From an optimization exercise on the open Yosys and OpenROAD flow, aimed at small area, a short achievable clock period and few clock cycles per item; shortcuts taken in it are not production practice. RTL that was checked went through simulation tests only; none was proved equivalent to the original. Power and IR drop assume default switching activity.

Design mpadd32_shift, start of the top module:
module mpadd32_shift (CLK, RST_N, s_out, a_in, b_in, write, start, ready);
	input CLK, RST_N;
	input [255:0] a_in, b_in;
	input write, start;
	output [256:0] s_out;
	output ready;
	localparam K  = 8;
	localparam NB = 256 / K;
	localparam L  = 5;   
	localparam LW = 2;   
	reg [255:0]  q;
	reg [NB-1:0] g;      
	reg [NB-1:0] p;      
	reg          cout;
	reg          ready;
	assign s_out = {cout, q};
	genvar j, i;
	wire [255:0]  ws;
	wire [NB-1:0] bg;
	wire [NB-1:0] bp;
	generate
		for (j = 0; j < NB; j = j + 1) begin : add
			wire [K-1:0] x = a_in[j*K +: K] ^ b_in[j*K +: K];
			wire [K-1:0] y = a_in[j*K +: K] & b_in[j*K +: K];
			wire [K-1:0] G1, P1, G2, P2, G3, P3;
			for (i = 0; i < K; i = i + 1) begin : l1
				if (i % 2) begin : c1
					assign G1[i] = y[i] | x[i] & y[i-1];
					assign P1[i] = x[i] & x[i-1];
				end else begin : n1
					assign G1[i] = y[i];
					assign P1[i] = x[i];
				end
			end
			for (i = 0; i < K; i = i + 1) begin : l2
				if (i % 4 >= 2) begin : c2
					assign G2[i] = G1[i] | P1[i] & G1[(i/4)*4+1];
					assign P2[i] = P1[i] & P1[(i/4)*4+1];
				end else begin : n2
					assign G2[i] = G1[i];
					assign P2[i] = P1[i];
				end
			end
			for (i = 0; i < K; i = i + 1) begin : l3
				if (i >= 4) begin : c3
					assign G3[i] = G2[i] | P2[i] & G2[3];
					assign P3[i] = P2[i] & P2[3];
				end else begin : n3
					assign G3[i] = G2[i];
					assign P3[i] = P2[i];
				end
			end
			assign ws[j*K +: K] = x ^ {G3[K-2:0], 1'b0};
			assign bg[j] = G3[K-1];
			assign bp[j] = P3[K-1];
		end
	endgenerate
	wire [NB-1:0] pg [0:L];
	wire [NB-1:0] pp [0:L];
	generate
		for (j = 0; j < L; j = j + 1) begin : lvl
			wire [NB-1:0] gi, pi;
			if (j == 0) begin : in0
				assign gi = bg;
				assign pi = bp;
			end else if (j == LW) begin : inr
				assign gi = g;
				assign pi = p;
			end else begin : inl
				assign gi = pg[j];
				assign pi = pp[j];
			end
			for (i = 0; i < NB; i = i + 1) begin : node
				if (i >= (1 << j)) begin : comb
					assign pg[j+1][i] = gi[i] | (pi[i] & gi[i - (1 << j)]);
					assign pp[j+1][i] = pi[i] & pi[i - (1 << j)];
  ...
clock: 5.0 ns
lec_check: 0
cap_margin: 20
core_margin: 2
core_utilization: 40
cts_cluster_diameter: 100
cts_cluster_size: 20
setup_slack_margin: 2.6
slew_margin: 20
standard.sh (not shown) runs the stock make flow with config.mk's settings and CLKGATE_MAP_FILE= SYNTH_SCRIPT=/design/flow/synth_recipe.tcl, a recipe that flattens the netlist after the stock synthesis.
==> flow/flow/run.sh <==
#!/bin/bash
# The standard layout, with the port buffers made from buf_1 cells
# instead of the default delay buffers.
set -euo pipefail
export BUFFER_PORTS_ARGS="-buffer_cell sky130_fd_sc_hd__buf_1"
bash standard.sh > standard.log 2>&1
The starting point went through all stages and came out clean.
Next try:
- SETUP_SLACK_MARGIN: 2.6 -> 2.5
=>
- non-clock buffer count is lower by 6
- cell area fell by 2.0%
- area after synthesis is unchanged
- worst hold slack got worse by 4.2 ps
- final cell count barely changes
- routed wire length drops by 0.96%
- core utilization goes down by 0.98 points
Function was not checked in any run of this note: the RTL went through the layout flow alone.

---

## run a
The RTL this note starts from:
==> flow/design.v <==
`timescale 1ns/10ps
module mpadd32_shift (CLK, RST_N, s_out, a_in, b_in, write, start, ready);
	input CLK, RST_N;
	input [255:0] a_in, b_in;
	input write, start;
	output [256:0] s_out;
	output ready;
	localparam K  = 8;
	localparam LK = 3;   
	localparam NB = 256 / K;
	localparam L  = 5;   
	localparam LW = 2;   
	reg [255:0]  q;
	reg [NB-1:0] g;      
	reg [NB-1:0] p;      
	reg          cout;
	reg          ready;
	assign s_out = {cout, q};
	genvar j, i, l;
	wire [255:0]  wx;    
	wire [255:0]  wc;    
	wire [NB-1:0] bg;
	wire [NB-1:0] bp;
	generate
		for (j = 0; j < NB; j = j + 1) begin : add
			wire [K-1:0] x = a_in[j*K +: K] ^ b_in[j*K +: K];
			wire [K-1:0] y = a_in[j*K +: K] & b_in[j*K +: K];
			wire [K-1:0] G [0:LK];
			wire [K-1:0] P [0:LK];
			assign G[0] = y;
			assign P[0] = x;
			for (l = 0; l < LK; l = l + 1) begin : lvl
				for (i = 0; i < K; i = i + 1) begin : node
					if (i >= (1 << l)) begin : comb
						assign G[l+1][i] = G[l][i] | P[l][i] & G[l][i - (1 << l)];
						assign P[l+1][i] = P[l][i] & P[l][i - (1 << l)];
					end else begin : pass
						assign G[l+1][i] = G[l][i];
						assign P[l+1][i] = P[l][i];
					end
				end
			end
			assign wx[j*K +: K] = x;
			assign wc[j*K +: K] = {G[LK][K-2:0], 1'b0};
			assign bg[j] = G[LK][K-1];
			assign bp[j] = P[LK][K-1];
		end
	endgenerate
	wire [NB-1:0] pg [0:L];
	wire [NB-1:0] pp [0:L];
	assign pg[0] = bg;
	assign pp[0] = bp;
	generate
		for (l = 0; l < L; l = l + 1) begin : lvl
			wire [NB-1:0] gi, pi;
			if (l == LW) begin : inr
				assign gi = g;
				assign pi = p;
			end else begin : inw
				assign gi = pg[l];
				assign pi = pp[l];
			end
			for (i = 0; i < NB; i = i + 1) begin : node
				if (i >= (1 << l)) begin : comb
					assign pg[l+1][i] = gi[i] | (pi[i] & gi[i - (1 << l)]);
					assign pp[l+1][i] = pi[i] & pi[i - (1 << l)];
				end else begin : pass
					assign pg[l+1][i] = gi[i];
					assign pp[l+1][i] = pi[i];
				end
			end
		end
	endgenerate
	wire [NB:0] c = {pg[L], 1'b0};
	wire [255:0] t;
	generate
		for (j = 0; j < NB; j = j + 1) begin : inc
			for (i = 0; i < K; i = i + 1) begin : bit_
				if (j == 0) begin : first
					assign t[i] = 1'b0;
				end else if (i == 0) begin : lsb
					assign t[j*K] = c[j];
				end else begin : up
					assign t[j*K+i] = c[j] & (&q[j*K +: i]);
				end
			end
		end
	endgenerate
	always @(posedge CLK) begin
		q    <= (write ? wx : q) ^ (write ? wc : t);
		g    <= write ? pg[LW] : {NB{1'b0}};
		p    <= pp[LW];
		cout <= write ? 1'b0 : cout | c[NB];
		if (~RST_N)
			ready <= 1'b0;
		else
			ready <= start;
	end
endmodule
==> flow/config.mk <==
export PLATFORM = sky130hd
export DESIGN_NAME = mpadd32_shift
export DESIGN_NICKNAME = mpadd32_shift
export VERILOG_FILES = /design/flow/design.v
export SDC_FILE = /design/flow/constraint.sdc
export NUM_CORES = 4
export LEC_CHECK = 0
export CAP_MARGIN = 20
export CORE_MARGIN = 2
export CORE_UTILIZATION = 40
export CTS_CLUSTER_DIAMETER = 100
export CTS_CLUSTER_SIZE = 20
export SETUP_SLACK_MARGIN = 2.7
export SLEW_MARGIN = 20
==> flow/constraint.sdc <==
create_clock -name core_clock -period 5.0 [get_ports {CLK}]
set_input_delay 1.0000 -clock core_clock [delete_from_list [all_inputs] [get_ports {CLK}]]
set_output_delay 1.0000 -clock core_clock [all_outputs]
set_load 0.01 [all_outputs]
Scripts as last shown in full above: flow/flow/run.sh
Every stage of the flow completed for run a, and the final layout passed the timing, DRC and antenna checks.
Testbench counts of run a, summed over its fixed seeds: cycles 1,032, items 512.
Relative to run a, the following input files were edited for run b:
--- a/flow/config.mk
+++ b/flow/config.mk
@@ -13 +13 @@
-export SETUP_SLACK_MARGIN = 2.7
+export SETUP_SLACK_MARGIN = 2.9
==> comparison <==
Run b: number of buffers outside the clock class in the layout 13% above run a. Of run a and run b, the run reporting the higher post-DP HPWL was run b. The run showing the smaller wire length is run a. Post-CTS setup buffer count was higher in the run labelled run b. Logic gate share of total power: run a and run b compared, lower one is run a. Summary of run b over run a: combinational power went up; register area climbed about 8%; number of gates resized after cts shows an increase of about 2500%.

---

== build 34 ==
mpadd32_shift, a different RTL version from the one above (not shown whole).
Size in the first run: roughly 2800 cells after synthesis, roughly 320 flip-flops, roughly 770 I/O pins, ~24000 um2 of cells after synthesis.
export LEC_CHECK = 0
export CAP_MARGIN = 20
export CORE_MARGIN = 2
export CORE_UTILIZATION = 40
export CTS_BUF_LIST = sky130_fd_sc_hd__clkbuf_4 sky130_fd_sc_hd__clkbuf_8
export SETUP_SLACK_MARGIN = 2.5
export SLEW_MARGIN = 20
create_clock -name core_clock -period 5.0 [get_ports {CLK}]
Scripts as last shown in full above: flow/flow/run.sh
Testbench counts of build 34, summed over its fixed seeds: cycles 1,032, items 512.
Inputs modified between build 34 and build 19:
# build 34
export LEC_CHECK = 0
export CAP_MARGIN = 20
export CORE_MARGIN = 2
export CORE_UTILIZATION = 40
export CTS_BUF_LIST = sky130_fd_sc_hd__clkbuf_4 sky130_fd_sc_hd__clkbuf_8
export SETUP_SLACK_MARGIN = 2.5
export SLEW_MARGIN = 20
create_clock -name core_clock -period 5.0 [get_ports {CLK}]
# build 19
export LEC_CHECK = 0
export CAP_MARGIN = 20
export CORE_MARGIN = 2
export CORE_UTILIZATION = 40
export SETUP_SLACK_MARGIN = 2.8
export SLEW_MARGIN = 20
create_clock -name core_clock -period 5.0 [get_ports {CLK}]
## What came out
Areal power density over the cells was lower in build 19 than in build 34. Delta (build 19 minus build 34): setup slack moved up; worst slack after detailed placement moved up; reported combinational group power moved up. On post-layout minimum cycle time, build 19 does better than build 34. Build 19 against build 34: cell count saw an increase; relative contribution of the clock network to total power saw a decrease; sequential cell fraction of total power saw a decrease; buffer count from post-CTS setup fixing saw an increase; post-CTS resize count saw an increase.
Edits applied to the flow inputs when going from build 19 to build 28:
# build 19
export LEC_CHECK = 0
export CAP_MARGIN = 20
export CORE_MARGIN = 2
export CORE_UTILIZATION = 40
export SETUP_SLACK_MARGIN = 2.8
export SLEW_MARGIN = 20
create_clock -name core_clock -period 5.0 [get_ports {CLK}]
# build 28
export LEC_CHECK = 0
export CAP_MARGIN = 20
export CORE_MARGIN = 2
export CORE_UTILIZATION = 40
export SETUP_SLACK_MARGIN = 2.5
export SLEW_MARGIN = 20
create_clock -name core_clock -period 5.0 [get_ports {CLK}]
--- outcome ---
- Build 28 gives less non-clock buffer count in the final layout than build 19 did.
- Summary of build 28 over build 19: global-route usage shrank by 1.3 points, share of cell area taken by multi-input logic gates held steady, number of flip-flops and latches held steady.
- The higher setup slack after layout came out of build 19.
- Via density per instance ends up lower on build 28.
- [build 28] headroom to the max-slew limit fell 3.9 points relative to build 19
- Build 28 vs. build 19: via count of the first global-routing pass shows a reduction of 561; final worst hold slack fell 38 ps.
- Compared with build 19, build 28 improves routed wire length.
- Against build 19, build 28 comes in 0.8 points higher on sequential share of power.

---

Another version of the RTL of mpadd32_shift (not shown whole).
For scale: ~2,700 cells after synthesis, about 320 flip-flops, about 770 I/O pins, about 24,000 um^2 of cells after synthesis.
==> flow/config.mk <==
export PLATFORM = sky130hd
export DESIGN_NAME = mpadd32_shift
export DESIGN_NICKNAME = mpadd32_shift
export VERILOG_FILES = /design/flow/design.v
export SDC_FILE = /design/flow/constraint.sdc
export NUM_CORES = 4
export LEC_CHECK = 0
export CAP_MARGIN = 20
export CORE_MARGIN = 2
export CORE_UTILIZATION = 40
export CTS_CLUSTER_DIAMETER = 100
export CTS_CLUSTER_SIZE = 20
export SETUP_SLACK_MARGIN = 2.6
export SLEW_MARGIN = 20
==> flow/constraint.sdc <==
create_clock -name core_clock -period 5.0 [get_ports {CLK}]
set_input_delay 1.0000 -clock core_clock [delete_from_list [all_inputs] [get_ports {CLK}]]
set_output_delay 1.0000 -clock core_clock [all_outputs]
set_load 0.01 [all_outputs]
Scripts as last shown in full above: flow/flow/run.sh
Testbench counts at the start, summed over its fixed seeds: cycles 1,032, items 512.
Then changed:
- SETUP_SLACK_MARGIN: 2.6 -> 2.7
Effect: Total power rises by about 0.6%; maximum frequency rises by about 3.4%; first-iteration DRC count falls by 16%; area after synthesis does not change.

[afterwards: timing with drivers on the ports]
The flow's constraints put no driver on any port. The routed layouts listed below were extracted and timed again, unchanged, in two steps.
Step 1 sets driving cells, clkbuf_16 on the clock port and buf_2 on the other inputs (assumed; they add their load-dependent delay and slew).
Step 2 adds t to the input delays and takes it off the output delays; t is the mean of the earliest and latest rising clock arrival at the registers after step 1. Input paths then give back, and output paths get back, about the clock's delay inside the block.
Three values: ideal ports, drivers, drivers and shift; two values: the first two.
run | t (ns) | setup WS [ns] | pins driven straight from the clock port
the first run of note 1 | 0.615 | 2.639 / 2.659 / 2.064 | 1
the second run of note 1 | 0.611 | 2.566 / 2.602 / 1.991 | 1
run a | 0.599 | 2.728 / 2.697 / 2.162 | 1
run b | 0.599 | 2.831 / 2.863 / 2.270 | 1
build 34 | 0.718 | 2.539 / 2.539 / 1.882 | 1
build 19 | 0.616 | 2.627 / 2.654 / 2.038 | 1
build 28 | 0.617 | 2.562 / 2.564 / 1.984 | 1
the first run of note 4 | 0.613 | 2.648 / 2.587 / 2.066 | 1
the second run of note 4 | 0.609 | 2.725 / 2.694 / 2.137 | 1
After both steps setup and hold are still met in every run listed. The setup slack of build 34, which loses most, moves by 0.000 ns with the drivers and by -0.657 ns with both steps.
